Context: an optimization exercise on an open-source flow, tuned for small area, a short achievable clock period and few clock cycles per item. The choices shown serve that exercise and are no tape-out recipe. The RTL of this run was laid out without a check of its function. Power is estimated from default activity; no workload was simulated.

==> flow/design.v <==
`timescale 1ns / 1ps
module fa3(input x, input y, input z, output s, output c);
    assign s = x ^ y ^ z;
    assign c = (x & y) | (x & z) | (y & z);
endmodule
module ha2(input x, input y, output s, output c);
    assign s = x ^ y;
    assign c = x & y;
endmodule
`timescale 1ns / 1ps
module function_calculator(
    input clk_i,
    input rst_i,
    input [15:0] sw_i,
    input start_i,
    output busy_o,
    output [15:0] y_calc
 );
    function [3:0] low4;
        input [5:0] ar;
        case (ar)
            6'd0: low4 = 4'd0;
            6'd1: low4 = 4'd1;
            6'd2: low4 = 4'd2;
            6'd3: low4 = 4'd3;
            6'd4: low4 = 4'd4;
            6'd5: low4 = 4'd5;
            6'd6: low4 = 4'd6;
            6'd7: low4 = 4'd7;
            6'd8: low4 = 4'd1;
            6'd9: low4 = 4'd2;
            6'd10: low4 = 4'd3;
            6'd11: low4 = 4'd4;
            6'd12: low4 = 4'd5;
            6'd13: low4 = 4'd6;
            6'd14: low4 = 4'd7;
            6'd15: low4 = 4'd8;
            6'd16: low4 = 4'd4;
            6'd17: low4 = 4'd5;
            6'd18: low4 = 4'd6;
            6'd19: low4 = 4'd7;
            6'd20: low4 = 4'd8;
            6'd21: low4 = 4'd9;
            6'd22: low4 = 4'd10;
            6'd23: low4 = 4'd11;
            6'd24: low4 = 4'd9;
            6'd25: low4 = 4'd10;
            6'd26: low4 = 4'd11;
            6'd27: low4 = 4'd12;
            6'd28: low4 = 4'd13;
            6'd29: low4 = 4'd14;
            6'd30: low4 = 4'd15;
            6'd31: low4 = 4'd0;
            6'd32: low4 = 4'd0;
            6'd33: low4 = 4'd1;
            6'd34: low4 = 4'd2;
            6'd35: low4 = 4'd3;
            6'd36: low4 = 4'd4;
            6'd37: low4 = 4'd5;
            6'd38: low4 = 4'd6;
            6'd39: low4 = 4'd7;
            6'd40: low4 = 4'd9;
            6'd41: low4 = 4'd10;
            6'd42: low4 = 4'd11;
            6'd43: low4 = 4'd12;
            6'd44: low4 = 4'd13;
            6'd45: low4 = 4'd14;
            6'd46: low4 = 4'd15;
            6'd47: low4 = 4'd0;
            6'd48: low4 = 4'd4;
            6'd49: low4 = 4'd5;
            6'd50: low4 = 4'd6;
            6'd51: low4 = 4'd7;
            6'd52: low4 = 4'd8;
            6'd53: low4 = 4'd9;
            6'd54: low4 = 4'd10;
            6'd55: low4 = 4'd11;
            6'd56: low4 = 4'd1;
            6'd57: low4 = 4'd2;
            6'd58: low4 = 4'd3;
            6'd59: low4 = 4'd4;
            6'd60: low4 = 4'd5;
            6'd61: low4 = 4'd6;
            6'd62: low4 = 4'd7;
            6'd63: low4 = 4'd8;
            default: low4 = 4'd0;
        endcase
    endfunction
    wire [7:0] b_i = sw_i[7:0];
    wire [2:0] r_d = (b_i >= 8'd216) ? 3'd6 :
                     (b_i >= 8'd125) ? 3'd5 :
                     (b_i >= 8'd64)  ? 3'd4 :
                     (b_i >= 8'd27)  ? 3'd3 :
                     (b_i >= 8'd8)   ? 3'd2 :
                     (b_i >= 8'd1)   ? 3'd1 : 3'd0;
    reg [7:0] aa;
    reg [2:0] rr;
    always @(posedge clk_i) begin
        if (rst_i) begin
            aa <= 8'd0;
            rr <= 3'd0;
        end else if (start_i) begin
            aa <= sw_i[15:8];
            rr <= r_d;
        end
    end
    wire n0 = aa[2] & ~aa[1];
    wire n1 = aa[2] & aa[1];
    wire n2 = aa[3] & ~aa[2];
    wire n3 = aa[3] & aa[2];
    wire n4 = aa[4] & ~aa[3];
    wire n5 = aa[4] & aa[3];
    wire n6 = aa[5] & ~aa[4];
    wire n7 = aa[5] & aa[4];
    wire n8 = aa[6] & ~aa[5];
    wire n9 = aa[6] & aa[5];
    wire n10 = aa[7] & ~aa[6];
    wire n11 = aa[7] & aa[6];
    wire n12 = aa[0] & aa[3];
    wire n13 = aa[0] & aa[4];
    wire n14 = aa[0] & aa[5];
    wire n15 = aa[0] & aa[6];
    wire n16 = aa[0] & aa[7];
    wire n17 = aa[1] & aa[3];
    wire n18 = aa[1] & aa[4];
    wire n19 = aa[1] & aa[5];
    wire n20 = aa[1] & aa[6];
    wire n21 = aa[1] & aa[7];
    wire n22 = aa[2] & aa[4];
    wire n23 = aa[2] & aa[5];
    wire n24 = aa[2] & aa[6];
    wire n25 = aa[2] & aa[7];
    wire n26 = aa[3] & aa[5];
    wire n27 = aa[3] & aa[6];
    wire n28 = aa[3] & aa[7];
    wire n29 = aa[4] & aa[6];
    wire n30 = aa[4] & aa[7];
    wire n31 = aa[5] & aa[7];
    wire n32 = aa[0] & aa[1] & aa[2];
    wire n33, n34;
    fa3 un33 (.x(n0), .y(n12), .z(n32), .s(n33), .c(n34));
    wire n35, n36;
    fa3 un35 (.x(n1), .y(n13), .z(n17), .s(n35), .c(n36));
    wire n37, n38;
    fa3 un37 (.x(n2), .y(n14), .z(n18), .s(n37), .c(n38));
    wire n39, n40;
    fa3 un39 (.x(n3), .y(n15), .z(n19), .s(n39), .c(n40));
    wire n41, n42;
    fa3 un41 (.x(n4), .y(n16), .z(n20), .s(n41), .c(n42));
    wire n43, n44;
    fa3 un43 (.x(n5), .y(n21), .z(n24), .s(n43), .c(n44));
    wire n45, n46;
    fa3 un45 (.x(n6), .y(n25), .z(n27), .s(n45), .c(n46));
    wire n47, n48;
    fa3 un47 (.x(n7), .y(n28), .z(n29), .s(n47), .c(n48));
    wire n49, n50;
    fa3 un49 (.x(n38), .y(n39), .z(n22), .s(n49), .c(n50));
    wire n51, n52;
    fa3 un51 (.x(n40), .y(n41), .z(n23), .s(n51), .c(n52));
    wire n53, n54;
    fa3 un53 (.x(n42), .y(n43), .z(n26), .s(n53), .c(n54));
    wire n55, n56;
    fa3 un55 (.x(n48), .y(n8), .z(n30), .s(n55), .c(n56));
    wire n57, n58;
    fa3 un57 (.x(n54), .y(n44), .z(n45), .s(n57), .c(n58));
    wire n59, n60;
    fa3 un59 (.x(n56), .y(n9), .z(n31), .s(n59), .c(n60));
    wire n61, n62;
    fa3 un61 (.x(n58), .y(n46), .z(n47), .s(n61), .c(n62));
    wire n63, n64;
    ha2 un63 (.x(n34), .y(n35), .s(n63), .c(n64));
    wire n65, n66;
    ha2 un65 (.x(n36), .y(n37), .s(n65), .c(n66));
    wire n67, n68;
    ha2 un67 (.x(n50), .y(n51), .s(n67), .c(n68));
    wire n69, n70;
    ha2 un69 (.x(n52), .y(n53), .s(n69), .c(n70));
    wire n71, n72;
    ha2 un71 (.x(n62), .y(n55), .s(n71), .c(n72));
    wire n73, n74;
    ha2 un73 (.x(n60), .y(n10), .s(n73), .c(n74));
    wire n75 = 1'b0 | (n33 & 1'b0);
    wire n76 = n33 & 1'b0;
    wire n77 = n66 | (n65 & n64);
    wire n78 = n65 & n63;
    wire n79 = n68 | (n67 & 1'b0);
    wire n80 = n67 & n49;
    wire n81 = 1'b0 | (n57 & n70);
    wire n82 = n57 & n69;
    wire n83 = n72 | (n71 & 1'b0);
    wire n84 = n71 & n61;
    wire n85 = n74 | (n73 & 1'b0);
    wire n86 = n73 & n59;
    wire n87 = n64 | (n63 & n75);
    wire n88 = n63 & n76;
    wire n89 = n77 | (n78 & n75);
    wire n90 = n78 & n76;
    wire n91 = n70 | (n69 & n79);
    wire n92 = n69 & n80;
    wire n93 = n81 | (n82 & n79);
    wire n94 = n82 & n80;
    wire n95 = 1'b0 | (n59 & n83);
    wire n96 = n59 & n84;
    wire n97 = n85 | (n86 & n83);
    wire n98 = n86 & n84;
    wire n99 = 1'b0 | (n49 & n89);
    wire n100 = n49 & n90;
    wire n101 = n79 | (n80 & n89);
    wire n102 = n80 & n90;
    wire n103 = n91 | (n92 & n89);
    wire n104 = n92 & n90;
    wire n105 = n93 | (n94 & n89);
    wire n106 = n94 & n90;
    wire n107 = 1'b0 | (n11 & n97);
    wire n108 = n11 & n98;
    wire n109 = 1'b0 | (n61 & n105);
    wire n110 = n61 & n106;
    wire n111 = n83 | (n84 & n105);
    wire n112 = n84 & n106;
    wire n113 = n95 | (n96 & n105);
    wire n114 = n96 & n106;
    wire n115 = n97 | (n98 & n105);
    wire n116 = n98 & n106;
    wire n117 = n107 | (n108 & n105);
    wire n118 = n108 & n106;
    wire n119 = n63 ^ n75;
    wire n120 = n65 ^ n87;
    wire n121 = n49 ^ n89;
    wire n122 = n67 ^ n99;
    wire n123 = n69 ^ n101;
    wire n124 = n57 ^ n103;
    wire n125 = n61 ^ n105;
    wire n126 = n71 ^ n109;
    wire n127 = n59 ^ n111;
    wire n128 = n73 ^ n113;
    wire n129 = n11 ^ n115;
    wire [11:0] hi = {n129, n128, n127, n126, n125, n124, n123, n122, n121, n120, n119, n33};
    assign y_calc = {hi, low4({aa[2:0], rr})};
    assign busy_o = 1'b0;
endmodule
==> flow/flow/run.sh <==
#!/bin/bash
# Standard layout, with the port buffers inserted as buf_1 cells instead of
# the resizer's default choice (clkdlybuf4s50_1, larger and slower).
set -euo pipefail
echo 'export BUFFER_PORTS_ARGS = -buffer_cell sky130_fd_sc_hd__buf_1' >> config.mk
bash standard.sh > standard.log 2>&1
==> flow/standard.sh <==
#!/bin/bash
# synth_recipe.tcl (not shown) runs the flow's synth.tcl, then flattens the netlist and writes it again
# the make line also repeats each setting of config.mk as NAME=value (left out here)
make -C /OpenROAD-flow-scripts/flow DESIGN_CONFIG=/design/flow/config.mk WORK_HOME=/design/flow/orfs CLKGATE_MAP_FILE= SYNTH_SCRIPT=/design/flow/synth_recipe.tcl "${@:-finish}"
==> flow/config.mk <==
export PLATFORM = sky130hd
export DESIGN_NAME = function_calculator
export DESIGN_NICKNAME = function_calculator
export VERILOG_FILES = /design/flow/design.v
export SDC_FILE = /design/flow/constraint.sdc
export NUM_CORES = 4
export LEC_CHECK = 0
export ABC_AREA = 0
export CAP_MARGIN = 20
export CORE_MARGIN = 2
export CORE_UTILIZATION = 40
export SLEW_MARGIN = 20
export SYNTH_HIERARCHICAL = 1
export SYNTH_MINIMUM_KEEP_SIZE = 0
export BUFFER_PORTS_ARGS = -buffer_cell sky130_fd_sc_hd__buf_1
==> flow/constraint.sdc <==
create_clock -name core_clock -period 5.0 [get_ports {clk_i}]
set_input_delay 1.0000 -clock core_clock [delete_from_list [all_inputs] [get_ports {clk_i}]]
set_output_delay 1.0000 -clock core_clock [all_outputs]
set_load 0.01 [all_outputs]
==> run notes <==
Total Wirelength=3095 µm; fin util=43.47%; Synth Area in Adders=26.90%; H-tree depth=1; Levels on crit path=11; Power Density=176.5 mW/mm²; Final Hold Vio Count=0; worst-path fanout max=11; run status=complete, no violations; # setup viols final=0; Critical R2R Capture=low4$func$/design/flow/design.v:238$5470.$result[3]$_DFF_P_; Die Span Y=70.30 µm; RSZ-0062 raised after global routing=no; Yosys cell types=46; post-synthesis simple-gate area fraction=23.35%; remaining antenna violation count=0; GRT Util Overall=13.92%; Area Growth Syn to Fin=6.192%; Crit. Startpoint=aa[2]$_SDFFE_PP0P_; largest net degree at the start of global routing=22; R2R Path Start=rr[0]$_SDFFE_PP0P_; warnings from Yosys=7; # clock sinks=15; CP arrival=3.68 ns; largest family of logic cells by synthesized area=adder cells; Layout Nets=259; Period minus WS final=4.681 ns; Final Skew=0.001317 ns; first-pass GRT wire length=5685 µm; # IOs=36; most frequent cells in the layout=buf_1, and2_1, fa_1, dfxtp_1; Switching Fraction=32.17%; worst setup margin=0.3194 ns; EDFF count, synth=0; Avg Cell Area, Syn=9.156 µm²; #FFs+latches synth=15; Slowest-stage cell, CP=dfxtp_1; Synth Area in Compound Gates=12.67%; DP HPWL=2480 µm; clk latency of the worst-skew pair=0.25 ns; Startpoint Class=flop; synthesized area=0.001758 mm²; Slew HR=41.20%; critical path's top delay family=adder cells; worst slack at placement=0.5962 ns; Synth Instances=192; WL/cell=11.77 µm; Worst EP required=4.00 ns; layout cells sized above 1=6.635%; Hold Crit Class=flop to flop; Critical Path Max Stage Delay=0.50 ns; post-synthesis xor/xnor area fraction=4.484%; reg-to-reg setup timing slack=3.17 ns; combinational share of power=27.6%; Port Buffers=34; post-cts sizing count=0; grt ovf=0; Internal Power=223.5 µW; Max VDD drop=174.5 µV; slew at the pin closest to its max-slew limit=0.8821 ns; total CTS buffers=3; Buf+Inv Stages, Crit Path=1; Leak=0.8693 nW; critical path cell sequence=and2_1 -> fa_1 -> fa_1 -> fa_1 -> fa_1 -> ha_1 -> nand2_1 -> a211oi_1 -> o21ai_0 -> xnor2_1 -> buf_1; setup_tns=0 ns; sequential power share=41.9%; Fillers=442; FF-to-FF path depth=6; 1st-iter DRT viols=81; Setup crit end=y_calc[14]; root buffer cell=clkbuf_8; sequential element share of the synthesized area=17.08%; number of iterations in the first detailed-routing pass=4; GP Congestion=0.7968; Die ar.=0.004941 mm²; clock slew at reported path FFs=0.06 ns; max-cap viol count=0; drt drc=0; max frequency=0.2136 GHz; most common cell after layout, fill and taps aside=buf_1; mux share of post-synthesis cell area=6.406%; number of diodes=0; routed vias=1339; CTS tree=built; ys flop type=dfxtp_1; setup bufs post-CTS=0; via/cell ratio=5.091; final period utilization=93.61%; Initial Util=40.94%; CTS Buffer Depth=2; Post-Syn Nets=239; vias in the first global route=1275; total core area=0.004294 mm²; Row Count=24; initial antenna violation count=0; Post-CTS Hold Fix Bufs=0; Critical Path End Type=output port; Die X-Extent=70.30 µm; min-delay src=rr[1]$_SDFFE_PP0P_; critical path's most frequent cell=fa_1; count of final max-slew check failures=0; Post-synth ARST share=0%; crit path kind=flop to output port; clock share of power=30.5%; switching power=106.0 µW
==> area by class of cell <==
cell class / count / area [µm²] / area share [%]
clock buffers: 3 / 41.29 / 2.212
clock inverters: 1 / 5.005 / 0.2681
inverters: 5 / 18.77 / 1.005
multi-input cells: 152 / 1301 / 69.71
flip-flops and latches: 15 / 300.3 / 16.09
well taps: 52 / 65.06 / 3.485
repair buffers: 35 / 135.1 / 7.239
==> power by group through the flow <==
stage	Clock (mW)	Sequential [mW]	Combinational, mW
3_3_place_gp	0	0.140	0.0915
6_report	0.101	0.138	0.0908
2_1_floorplan	0	0.138	0.0784
5_1_grt	0.108	0.140	0.104
3_5_place_dp	0	0.141	0.0915
4_1_cts	0.103	0.138	0.0922
==> registers in the layout, summed over array words and instances, names as in the netlist <==
name,cells
aa,8
low4$func$/design/flow/design.v:238$5470.$result,4
rr,3
==> metal layers <==
| metal | wire (µm) | share of wire (%) | GRT usage, % | up-vias |
|---|---|---|---|---|
| met1 | 1525 | 49 | 19.50 | 628 |
| li1 | - | - | - | 675 |
| met4 | 44 | 1.4 | 4.487 | 0 |
| met5 | 0 | 0 | 0 | - |
| met2 | 1403 | 45 | 22.43 | 32 |
| met3 | 121 | 3.9 | 1.443 | 4 |
==> Yosys stat by module (local to each module, per instance) <==
module | area, µm² | flops+latches | times used | cells inside
function_calculator | 1383 | 15 | 1 | 171
fa3 | 20.02 | 0 | 15 | 1
ha2 | 12.51 | 0 | 6 | 1
==> Yosys cell counts, drive strengths merged (3+ instances only) <==
| master | count | share of area [%] |
|---|---|---|
| a21oi | 7 | 2.0 |
| and2 | 25 | 8.9 |
| buf | 19 | 7.5 |
| dfxtp | 15 | 17 |
| fa | 15 | 17 |
| ha | 13 | 9.3 |
| inv | 5 | 1.1 |
| mux2i | 9 | 5.1 |
| nand2 | 10 | 2.1 |
| nand3 | 5 | 1.4 |
| nor2 | 13 | 2.8 |
| nor2b | 9 | 3.2 |
| o211ai | 3 | 1.3 |
| or2 | 4 | 1.4 |
| xnor2 | 3 | 1.5 |
| xor2 | 6 | 3.0 |
==> through the flow <==
step           hold slack [ns]  std cells  area, µm²  total power, mW
2_1_floorplan           0.4799        192       1758           0.2169
6_report                0.5141        263       1867           0.3295
3_5_place_dp            0.5058        259       1821           0.2323
3_3_place_gp            0.5031        259       1821           0.2319
5_1_grt                 0.5750        263       1867           0.3524
4_1_cts                 0.5172        263       1867           0.3336
==> tightest hold or removal path, cell delays in order, from the launching register on <==
cell,delay [ns]
dfxtp_1,0.31
nand2_1,0.09
a21oi_1,0.06
==> worst min-delay path by stage <==
stage / to / slack [ns] / cells after the start
floorplan: rr[1]$_SDFFE_PP0P_ / 0.48 / 2
global placement: rr[1]$_SDFFE_PP0P_ / 0.50 / 2
detailed placement: rr[1]$_SDFFE_PP0P_ / 0.51 / 2
CTS: rr[1]$_SDFFE_PP0P_ / 0.52 / 2
global route: rr[1]$_SDFFE_PP0P_ / 0.58 / 2
finish: rr[1]$_SDFFE_PP0P_ / 0.51 / 2
==> kinds of logic after synthesis <==
| group | count (synthesis) |
|---|---|
| other | 1 |
| buffers and inverters | 25 |
| AOI/OAI and AO/OA | 27 |
| muxes | 11 |
| xor gates and xnor gates | 9 |
| DFF | 15 |
| and+or+nand+nor | 75 |
| adders and majority gates | 29 |

[separate check: timing with driven ports]
The flow's constraints put no driver on any port. The routed layout listed below was extracted and timed again, unchanged, in two steps.
Step 1 sets driving cells, clkbuf_16 on the clock port and buf_2 on the other inputs (assumed; they add their load-dependent delay and slew).
Step 2 also shifts input and output timing later by t, the mid clock arrival at the registers, as if the neighbouring blocks saw the same clock.
Slacks: ideal ports / drivers / drivers and shift; pairs: ideal ports / drivers.
shift t [ns]: 0.274
setup slack, ns: 0.319 / 0.295 / 0.569
worst setup path at the end: register to output
After both steps setup and hold are still met in this run. For this run, drivers alone change the setup slack by -0.024 ns; drivers and shift together by +0.250 ns.
